Background: an optimization exercise with open tools, aiming at small area, a short achievable clock period and few clock cycles. Do not read the settings as production practice.
At most, simulation tests tie the RTL to the original design; equivalence was not proved.
Power is estimated from default activity; no workload was simulated.

==> flow/design.v <==
module huffman(clk, reset, gray_data, gray_valid, CNT_valid, CNT1, CNT2, CNT3, CNT4, CNT5, CNT6,
    code_valid, HC1, HC2, HC3, HC4, HC5, HC6, M1, M2, M3, M4, M5, M6);
input clk;
input reset;
input gray_valid;
input [2:0] gray_data;
output CNT_valid;
output [7:0] CNT1, CNT2, CNT3, CNT4, CNT5, CNT6;
output code_valid;
output [7:0] HC1, HC2, HC3, HC4, HC5, HC6;
output [7:0] M1, M2, M3, M4, M5, M6;
reg        mg;                   
reg        ph;                   
reg [6:1]  sa, sb;               
reg [6:0]  w   [1:6];            
reg [6:1]  v;                    
reg [6:1]  mem [1:6];            
reg [4:0]  hc  [1:6];            
reg [4:1]  m   [1:6];            
reg [6:1]  m0;                   
integer i, j;
function lt7;
	input [6:0] a, b;
	integer n;
	reg br;
	begin
		br = 1'b0;
		for (n = 0; n < 7; n = n + 1)
			br = (~a[n] & b[n]) | (~a[n] & br) | (b[n] & br);
		lt7 = br;
	end
endfunction
reg [6:1] sm [1:6];
always @(*) begin
	for (i = 1; i <= 6; i = i + 1)
		sm[i][i] = 1'b0;
	for (i = 1; i <= 6; i = i + 1)
		for (j = i + 1; j <= 6; j = j + 1) begin
			sm[j][i] = v[i] && (!v[j] || lt7(w[i], w[j]));
			sm[i][j] = !sm[j][i];
		end
end
reg [6:1] r0, r1, dec;
always @(*) begin
	for (i = 1; i <= 6; i = i + 1) begin
		r0[i] = (sm[i] == 6'd0);
		r1[i] = (sm[i] != 6'd0) && ((sm[i] & (sm[i] - 6'd1)) == 6'd0);
		dec[i] = gray_valid && !reset && (gray_data == i);
	end
end
reg [6:0] wa, wb;
reg [6:1] sab, lo, in_a, in_ab;
always @(*) begin
	wa = 7'd0;
	wb = 7'd0;
	sab = sa | sb;
	for (i = 1; i <= 6; i = i + 1) begin
		if (sa[i]) wa = wa | w[i];
		if (sb[i]) wb = wb | w[i];
		lo[i] = 1'b0;
		for (j = i + 1; j <= 6; j = j + 1)
			lo[i] = lo[i] | (sab[i] & sab[j]);
	end
	for (j = 1; j <= 6; j = j + 1) begin
		in_a[j]  = sa[j];
		in_ab[j] = sab[j];
		for (i = j + 1; i <= 6; i = i + 1) begin
			in_a[j]  = in_a[j]  | (sa[i]  & mem[i][j]);
			in_ab[j] = in_ab[j] | (sab[i] & mem[i][j]);
		end
	end
	for (i = 1; i <= 6; i = i + 1)
		m0[i] = !v[i] || (mem[i] != 6'd0);
end
wire [6:0] wsum = wa + wb + {6'd0, !mg};
wire wen = !mg || ph;
wire done = (v[5:1] == 5'd0);
assign CNT_valid = ph && (v == 6'b111111);
assign code_valid = done;
assign CNT1 = {1'b0, w[1]};
assign CNT2 = {1'b0, w[2]};
assign CNT3 = {1'b0, w[3]};
assign CNT4 = {1'b0, w[4]};
assign CNT5 = {1'b0, w[5]};
assign CNT6 = {1'b0, w[6]};
assign HC1 = {3'd0, hc[1]};
assign HC2 = {3'd0, hc[2]};
assign HC3 = {3'd0, hc[3]};
assign HC4 = {3'd0, hc[4]};
assign HC5 = {3'd0, hc[5]};
assign HC6 = {3'd0, hc[6]};
assign M1 = {3'd0, m[1], m0[1]};
assign M2 = {3'd0, m[2], m0[2]};
assign M3 = {3'd0, m[3], m0[3]};
assign M4 = {3'd0, m[4], m0[4]};
assign M5 = {3'd0, m[5], m0[5]};
assign M6 = {3'd0, m[6], m0[6]};
always @(posedge clk) begin
	if (reset) begin
		mg <= 1'b0;
		ph <= 1'b0;
	end else begin
		mg <= mg || (!gray_valid && sa != 6'd0);
		ph <= mg && !ph && !done;
	end
	sa <= (mg && !reset) ? r0 : dec;
	sb <= (mg && !reset) ? r1 : 6'd0;
end
always @(posedge clk) begin
	for (i = 1; i <= 6; i = i + 1) begin
		if (reset) begin
			w[i]   <= 7'd0;
			v[i]   <= 1'b1;
			mem[i] <= 6'd0;
		end else begin
			if (wen && sab[i]) w[i] <= wsum;
			if (ph && lo[i]) v[i] <= 1'b0;
			if (ph && sab[i]) mem[i] <= mem[i] | in_ab;
		end
		if (ph && in_ab[i]) begin
			m[i]  <= {m[i][3:1] & {3{m0[i]}}, m0[i]};
			hc[i] <= m0[i] ? hc[i] | ({5{in_a[i]}} & {m[i][3:1], 2'b11} & ~{m[i], 1'b1})
			               : {4'd0, in_a[i]};
		end
	end
end
endmodule
Settings: LEC_CHECK=0, CAP_MARGIN=20, CORE_MARGIN=2, CORE_UTILIZATION=40, SLEW_MARGIN=20; clock period 9.0 ns.
run.sh (not shown) runs the stock make flow with config.mk's settings and CLKGATE_MAP_FILE= SYNTH_SCRIPT=/design/flow/synth_recipe.tcl, a recipe that flattens the netlist after the stock synthesis.
Then changed:
--- a/flow/config.mk
+++ b/flow/config.mk
@@ -7,0 +8 @@
+export ABC_CLOCK_PERIOD_IN_PS = 2800
@@ -10,0 +12 @@
+export SETUP_SLACK_MARGIN = 5.0
Outcome:
- die area is unchanged
- worst setup slack gains 0.31 ns
- clock-buffer cell count is unchanged
- non-clock buffer count rose by 1
- cell area is higher by 0.30%
- combinational power is about the same
- clock skew barely changes
- core utilization rises by 0.15 points
- flip-flop and latch count stays the same
No run of this note included a check of the RTL's function; only the layout flow was run.

Another version of the RTL of huffman (not shown whole).
For scale: ~960 cells after synthesis, roughly 130 flip-flops, roughly 150 I/O pins, about 7300 um^2 of cells after synthesis.
Design huffman, start of the top module:
module huffman(clk, reset, gray_data, gray_valid, CNT_valid, CNT1, CNT2, CNT3, CNT4, CNT5, CNT6,
    code_valid, HC1, HC2, HC3, HC4, HC5, HC6, M1, M2, M3, M4, M5, M6);
input clk;
input reset;
input gray_valid;
input [2:0] gray_data;
output reg CNT_valid;
output [7:0] CNT1, CNT2, CNT3, CNT4, CNT5, CNT6;
output reg code_valid;
output [7:0] HC1, HC2, HC3, HC4, HC5, HC6;
output [7:0] M1, M2, M3, M4, M5, M6;
reg        rq;                   
reg        mg;                   
reg        ph;                   
reg [6:1]  sa, sb;               
reg [6:0]  w   [1:6];            
reg [5:1]  mem [2:6];            
reg [4:0]  hc  [1:6];            
reg [4:1]  m   [1:6];            
integer i, j;
reg  [6:1] v;                    
always @(*) begin
	v[6] = 1'b1;
	for (i = 1; i <= 5; i = i + 1) begin
		v[i] = 1'b1;
		for (j = i + 1; j <= 6; j = j + 1)
			v[i] = v[i] & !mem[j][i];
	end
end
function inset;
	input integer i, s;
	begin
		inset = (s < i) ? mem[i][s] : 1'b0;
	end
endfunction
function lt7;
	input [6:0] a, b;
	integer n;
	reg br;
	begin
		br = 1'b0;
		for (n = 0; n < 6; n = n + 1)
			br = (~a[n] & b[n]) | (~a[n] & br) | (b[n] & br);
		lt7 = ~a[6] & (b[6] | br);
	end
endfunction
reg [6:1] sm [1:6];
always @(*) begin
	for (i = 1; i <= 6; i = i + 1)
		sm[i][i] = 1'b0;
	for (i = 1; i <= 6; i = i + 1)
		for (j = i + 1; j <= 6; j = j + 1) begin
			sm[j][i] = v[i] && (!v[j] || lt7(w[i], w[j]));
			sm[i][j] = !sm[j][i];
		end
end
reg [6:1] r0, r1, dec;
always @(*) begin
	for (i = 1; i <= 6; i = i + 1) begin
		r0[i] = (sm[i] == 6'd0);
		r1[i] = (sm[i] != 6'd0) && ((sm[i] & (sm[i] - 6'd1)) == 6'd0);
		dec[i] = gray_valid && (gray_data == i);
	end
end
reg [6:0] wa, wb;
reg [6:1] sab, lo, in_a, in_ab, m0;
always @(*) begin
	wa = 7'd0;
	wb = 7'd0;
	sab = sa | sb;
	for (i = 1; i <= 6; i = i + 1) begin
		if (sa[i]) wa = wa | w[i];
		if (sb[i]) wb = wb | w[i];
		lo[i] = 1'b0;
		for (j = i + 1; j <= 6; j = j + 1)
			lo[i] = lo[i] | (sab[i] & sab[j]);
	end
	for (j = 1; j <= 6; j = j + 1) begin
		in_a[j]  = sa[j];
		in_ab[j] = sab[j];
		for (i = j + 1; i <= 6; i = i + 1) begin
			in_a[j]  = in_a[j]  | (sa[i]  & inset(i, j));
  ...
Settings: LEC_CHECK=0, ABC_CLOCK_PERIOD_IN_PS=2800, CAP_MARGIN=20, CORE_MARGIN=2, CORE_UTILIZATION=65, PLACE_DENSITY=0.8, SLEW_MARGIN=20; clock period 9.0 ns.
standard.sh (not shown) runs the stock make flow with config.mk's settings and CLKGATE_MAP_FILE= SYNTH_SCRIPT=/design/flow/synth_recipe.tcl, a recipe that flattens the netlist after the stock synthesis.
==> flow/flow/run.sh <==
#!/bin/bash
# The standard layout, with each port buffered by a plain buffer (buf_1) instead of the
# delay-cell buffer buffer_ports picks by default, a clock tree of fewer, larger clusters
# without dummy loads, one tie cell per constant instead of one per port, and timing repair aimed at a 2.7 ns period.
# Full make output goes to flow.log here; each ORFS step's log is under orfs/logs/.
set -euo pipefail
export BUFFER_PORTS_ARGS="-buffer_cell sky130_fd_sc_hd__buf_1"
export CTS_ARGS="-sink_clustering_enable -repair_clock_nets -sink_clustering_size 30 -sink_clustering_max_diameter 100 -root_buf sky130_fd_sc_hd__clkbuf_16 -buf_list {sky130_fd_sc_hd__clkbuf_4 sky130_fd_sc_hd__clkbuf_8} -dont_use_dummy_load"
bash standard.sh SETUP_SLACK_MARGIN=6.3 SKIP_REPAIR_TIE_FANOUT=1 finish > flow.log 2>&1
Testbench counts at the start, summed over its fixed seeds: cycles 27,112.
Next try:
==> flow/flow/run.sh (replaced) <==
#!/bin/bash
# The standard layout, with each port buffered by a plain buffer (buf_1) instead of the
# delay-cell buffer buffer_ports picks by default, a clock tree of fewer, larger clusters
# without dummy loads, one tie cell per constant instead of one per port, and timing repair aimed at a 2.8 ns period.
# Full make output goes to flow.log here; each ORFS step's log is under orfs/logs/.
set -euo pipefail
export BUFFER_PORTS_ARGS="-buffer_cell sky130_fd_sc_hd__buf_1"
export CTS_ARGS="-sink_clustering_enable -repair_clock_nets -sink_clustering_size 30 -sink_clustering_max_diameter 100 -root_buf sky130_fd_sc_hd__clkbuf_16 -buf_list {sky130_fd_sc_hd__clkbuf_4 sky130_fd_sc_hd__clkbuf_8} -dont_use_dummy_load"
bash standard.sh SETUP_SLACK_MARGIN=6.2 SKIP_REPAIR_TIE_FANOUT=1 finish > flow.log 2>&1
Outcome: Design area is lower by about 8%. Via count is lower by 5.3%. Total power is lower by 3.2%. Synthesized area does not change. Clock skew barely changes. Worst setup slack loses 0.10 ns.
Next try:
==> flow/flow/run.sh (replaced) <==
#!/bin/bash
# The standard layout, with each port buffered by a plain buffer (buf_1) instead of the
# delay-cell buffer buffer_ports picks by default, a clock tree of fewer, larger clusters
# without dummy loads, one tie cell per constant instead of one per port, and timing repair aimed at a 3.1 ns period.
# Full make output goes to flow.log here; each ORFS step's log is under orfs/logs/.
set -euo pipefail
export BUFFER_PORTS_ARGS="-buffer_cell sky130_fd_sc_hd__buf_1"
export CTS_ARGS="-sink_clustering_enable -repair_clock_nets -sink_clustering_size 30 -sink_clustering_max_diameter 100 -root_buf sky130_fd_sc_hd__clkbuf_16 -buf_list {sky130_fd_sc_hd__clkbuf_4 sky130_fd_sc_hd__clkbuf_8} -dont_use_dummy_load"
bash standard.sh SETUP_SLACK_MARGIN=5.9 SKIP_REPAIR_TIE_FANOUT=1 finish > flow.log 2>&1
Count of clock-buffer cells in the layout stays the same; register-to-register slack is worse by 0.19 ns; wire length went down by 2.0%; sequential share of layout area went down by 0.56 points.
Next try:
==> flow/flow/run.sh (replaced) <==
#!/bin/bash
# The standard layout, with each port buffered by a plain buffer (buf_1) instead of the
# delay-cell buffer buffer_ports picks by default, a clock tree of fewer, larger clusters
# without dummy loads, one tie cell per constant instead of one per port, and timing repair aimed at a 2.8 ns period.
# Full make output goes to flow.log here; each ORFS step's log is under orfs/logs/.
set -euo pipefail
export BUFFER_PORTS_ARGS="-buffer_cell sky130_fd_sc_hd__buf_1"
export CTS_ARGS="-sink_clustering_enable -repair_clock_nets -sink_clustering_size 30 -sink_clustering_max_diameter 100 -root_buf sky130_fd_sc_hd__clkbuf_16 -buf_list {sky130_fd_sc_hd__clkbuf_4 sky130_fd_sc_hd__clkbuf_8} -dont_use_dummy_load"
bash standard.sh SETUP_SLACK_MARGIN=6.2 SKIP_REPAIR_TIE_FANOUT=1 finish > flow.log 2>&1
--- a/flow/config.mk
+++ b/flow/config.mk
@@ -8,6 +8,6 @@
 export ABC_CLOCK_PERIOD_IN_PS = 2800
-export CAP_MARGIN = 20
+export CAP_MARGIN = 5
 export CORE_MARGIN = 2
-export CORE_UTILIZATION = 65
-export PLACE_DENSITY = 0.8
-export SLEW_MARGIN = 20
+export CORE_UTILIZATION = 70
+export PLACE_DENSITY = 0.85
+export SLEW_MARGIN = 5
Result: Synthesized cell count does not change. Total power grows by about 0.5%. Sequential power hardly moves. Wire length grows by about 0.8%. Global-route usage grows by 2.4 points.
Next try:
--- a/flow/config.mk
+++ b/flow/config.mk
@@ -8,6 +8,7 @@
 export ABC_CLOCK_PERIOD_IN_PS = 2800
-export CAP_MARGIN = 5
+export CAP_MARGIN = 20
 export CORE_MARGIN = 2
 export CORE_UTILIZATION = 70
+export GPL_ROUTABILITY_DRIVEN = 0
 export PLACE_DENSITY = 0.85
-export SLEW_MARGIN = 5
+export SLEW_MARGIN = 20
The new run passed the timing, DRC and antenna checks; maximum frequency goes down slightly; utilization barely changes; clock-buffer cell count does not change; die area stays the same; critical path depth is unchanged; final area is about the same; wire length hardly moves.
Next try:
--- a/flow/config.mk
+++ b/flow/config.mk
@@ -10,5 +10,5 @@
 export CORE_MARGIN = 2
-export CORE_UTILIZATION = 70
-export GPL_ROUTABILITY_DRIVEN = 0
-export PLACE_DENSITY = 0.85
+export CORE_UTILIZATION = 65
+export PLACE_DENSITY = 0.8
 export SLEW_MARGIN = 20
+export TNS_END_PERCENT = 10
Effect: The changed run ran to the end with no violations; total power is about the same; maximum frequency drops by a few percent; final cell count rises slightly; synthesized area does not change; worst setup slack got worse by 0.073 ns; wire length went down slightly; clock skew climbs by 0.0032 ns; core utilization went down by 5.4 points; cell area goes down slightly; die area grows by a little under a tenth; global-route usage went down by 2.6 points.

## job 8597
huffman, a different RTL version from the one above (not shown whole).
For scale: about 130 flip-flops.
Settings: LEC_CHECK=0, ABC_CLOCK_PERIOD_IN_PS=2800, CAP_MARGIN=20, CORE_MARGIN=2, CORE_UTILIZATION=65, SLEW_MARGIN=20; clock period 9.0 ns.
==> flow/flow/run.sh <==
#!/bin/bash
# The standard layout, with each port buffered by a plain buffer (buf_2) instead of the
# delay-cell buffer buffer_ports picks by default, a clock tree of fewer, larger clusters
# without dummy loads, one tie cell per constant instead of one per port, and timing repair aimed at a 2.8 ns period.
# Full make output goes to flow.log here; each ORFS step's log is under orfs/logs/.
set -euo pipefail
export BUFFER_PORTS_ARGS="-buffer_cell sky130_fd_sc_hd__buf_2"
export CTS_ARGS="-sink_clustering_enable -repair_clock_nets -sink_clustering_size 30 -sink_clustering_max_diameter 100 -root_buf sky130_fd_sc_hd__clkbuf_16 -buf_list {sky130_fd_sc_hd__clkbuf_4 sky130_fd_sc_hd__clkbuf_8} -dont_use_dummy_load"
bash standard.sh SETUP_SLACK_MARGIN=6.2 SKIP_REPAIR_TIE_FANOUT=1 finish > flow.log 2>&1
Job 8597 | status: complete | timing, DRC, antenna: pass
Testbench counts of job 8597, summed over its fixed seeds: cycles 27,112.
Edits applied to the flow inputs when going from job 8597 to job 4428:
==> flow/flow/run.sh <==
#!/bin/bash
# The standard layout, with each port buffered by a plain buffer (buf_2) instead of the
# delay-cell buffer buffer_ports picks by default, a clock tree of fewer, larger clusters
# without dummy loads, one tie cell per constant instead of one per port, and timing repair aimed at a 3.0 ns period.
# Full make output goes to flow.log here; each ORFS step's log is under orfs/logs/.
set -euo pipefail
export BUFFER_PORTS_ARGS="-buffer_cell sky130_fd_sc_hd__buf_2"
export CTS_ARGS="-sink_clustering_enable -repair_clock_nets -sink_clustering_size 30 -sink_clustering_max_diameter 100 -root_buf sky130_fd_sc_hd__clkbuf_16 -buf_list {sky130_fd_sc_hd__clkbuf_4 sky130_fd_sc_hd__clkbuf_8} -dont_use_dummy_load"
bash standard.sh SETUP_SLACK_MARGIN=6.0 SKIP_REPAIR_TIE_FANOUT=1 finish > flow.log 2>&1
Both conditions hold for job 4428: the flow ran to the end and the final layout passed the timing, DRC and antenna checks.
In job 4428 the final cell utilization of the core turned out 2.7 points lower than in job 8597.
Of job 4428 and job 8597, the lower routed length per instance belongs to job 4428.
A launch point of the worst path of w[6][5]$_SDFFE_PP0P_ is what job 8597 shows, while sb[1]$_SDFF_PN0_ belongs to job 4428.
The share of power burned in combinational logic reported for job 4428 is smaller than that of job 8597 by 1.4 points.
diff inputs: job 4428 => job 2502
# job 4428
export LEC_CHECK = 0
export ABC_CLOCK_PERIOD_IN_PS = 2800
export CAP_MARGIN = 20
export CORE_MARGIN = 2
export CORE_UTILIZATION = 65
export SLEW_MARGIN = 20
create_clock -name core_clock -period 9.0 [get_ports {clk}]
# job 2502
export LEC_CHECK = 0
export ABC_CLOCK_PERIOD_IN_PS = 2800
export CAP_MARGIN = 20
export CORE_MARGIN = 2
export CORE_UTILIZATION = 65
export PLACE_DENSITY = 0.8
export SLEW_MARGIN = 20
create_clock -name core_clock -period 9.0 [get_ports {clk}]
==> flow/flow/run.sh <==
#!/bin/bash
# The standard layout, with each port buffered by a plain buffer (buf_1) instead of the
# delay-cell buffer buffer_ports picks by default, a clock tree of fewer, larger clusters
# without dummy loads, one tie cell per constant instead of one per port, and timing repair aimed at a 2.8 ns period.
# Full make output goes to flow.log here; each ORFS step's log is under orfs/logs/.
set -euo pipefail
export BUFFER_PORTS_ARGS="-buffer_cell sky130_fd_sc_hd__buf_1"
export CTS_ARGS="-sink_clustering_enable -repair_clock_nets -sink_clustering_size 30 -sink_clustering_max_diameter 100 -root_buf sky130_fd_sc_hd__clkbuf_16 -buf_list {sky130_fd_sc_hd__clkbuf_4 sky130_fd_sc_hd__clkbuf_8} -dont_use_dummy_load"
bash standard.sh SETUP_SLACK_MARGIN=6.2 SKIP_REPAIR_TIE_FANOUT=1 finish > flow.log 2>&1
Notes after the runs:
Cell count is lower on job 4428
Final net count ended up 1.7% higher on job 2502 than on job 4428.
Job 4428 -> job 2502: power density of the placed cells flat
Worst-case setup margin in the final layout: job 2502 vs job 4428 up 0.22 ns
Compare job 2502 and job 4428 | final standard cell area without fillers lower: job 4428
Compare job 2502 and job 4428 | leakage power lower: job 2502
Looking at worst setup path category, the reg2out result is from job 2502; the reg2reg one comes from job 4428.
Compared with job 4428, in job 2502 count of clock buffers in the final design neither gained nor lost much; detailed-route via count lost about 2.8%; length of routed met3 wiring lost 340 um; utilization after layout picked up an extra 1.9 points; worst hold slack neither gained nor lost much.

afterwards: timing with drivers on the ports:
In the flow no input, the clock included, has a driving cell. The finished layouts below were timed again as built, in two steps.
Step 1 sets driving cells, clkbuf_16 on the clock port and buf_2 on the other inputs (assumed; they add their load-dependent delay and slew).
Step 2 also shifts input and output timing later by t, the mid clock arrival at the registers, as if the neighbouring blocks saw the same clock.
a / b / c = ideal / step 1 / step 2; a / b = the first two.
| run | shift t [ns] | slack for setup (ns) | worst register clock-pin slew, ns |
|---|---|---|---|
| the first run of note 1 | 0.472 | 4.776 / 4.729 / 5.200 | 0.07 / 0.07 |
| the second run of note 1 | 0.470 | 5.086 / 5.038 / 5.294 | 0.07 / 0.07 |
| the first run of note 2 | 0.394 | 6.288 / 6.246 / 6.355 | 0.08 / 0.08 |
| the second run of note 2 | 0.396 | 6.187 / 6.145 / 6.275 | 0.08 / 0.08 |
| the third run of note 2 | 0.391 | 5.955 / 5.914 / 6.078 | 0.08 / 0.08 |
| the fourth run of note 2 | 0.392 | 6.212 / 6.172 / 6.267 | 0.08 / 0.08 |
| the fifth run of note 2 | 0.411 | 6.193 / 6.153 / 6.309 | 0.08 / 0.08 |
| the sixth run of note 2 | 0.392 | 6.120 / 6.080 / 6.170 | 0.08 / 0.08 |
| job 8597 | 0.406 | 6.190 / 6.148 / 6.249 | 0.08 / 0.08 |
| job 4428 | 0.408 | 5.985 / 5.945 / 5.985 | 0.08 / 0.08 |
| job 2502 | 0.399 | 6.206 / 6.165 / 6.245 | 0.08 / 0.08 |
After both steps setup and hold are still met in every run listed.
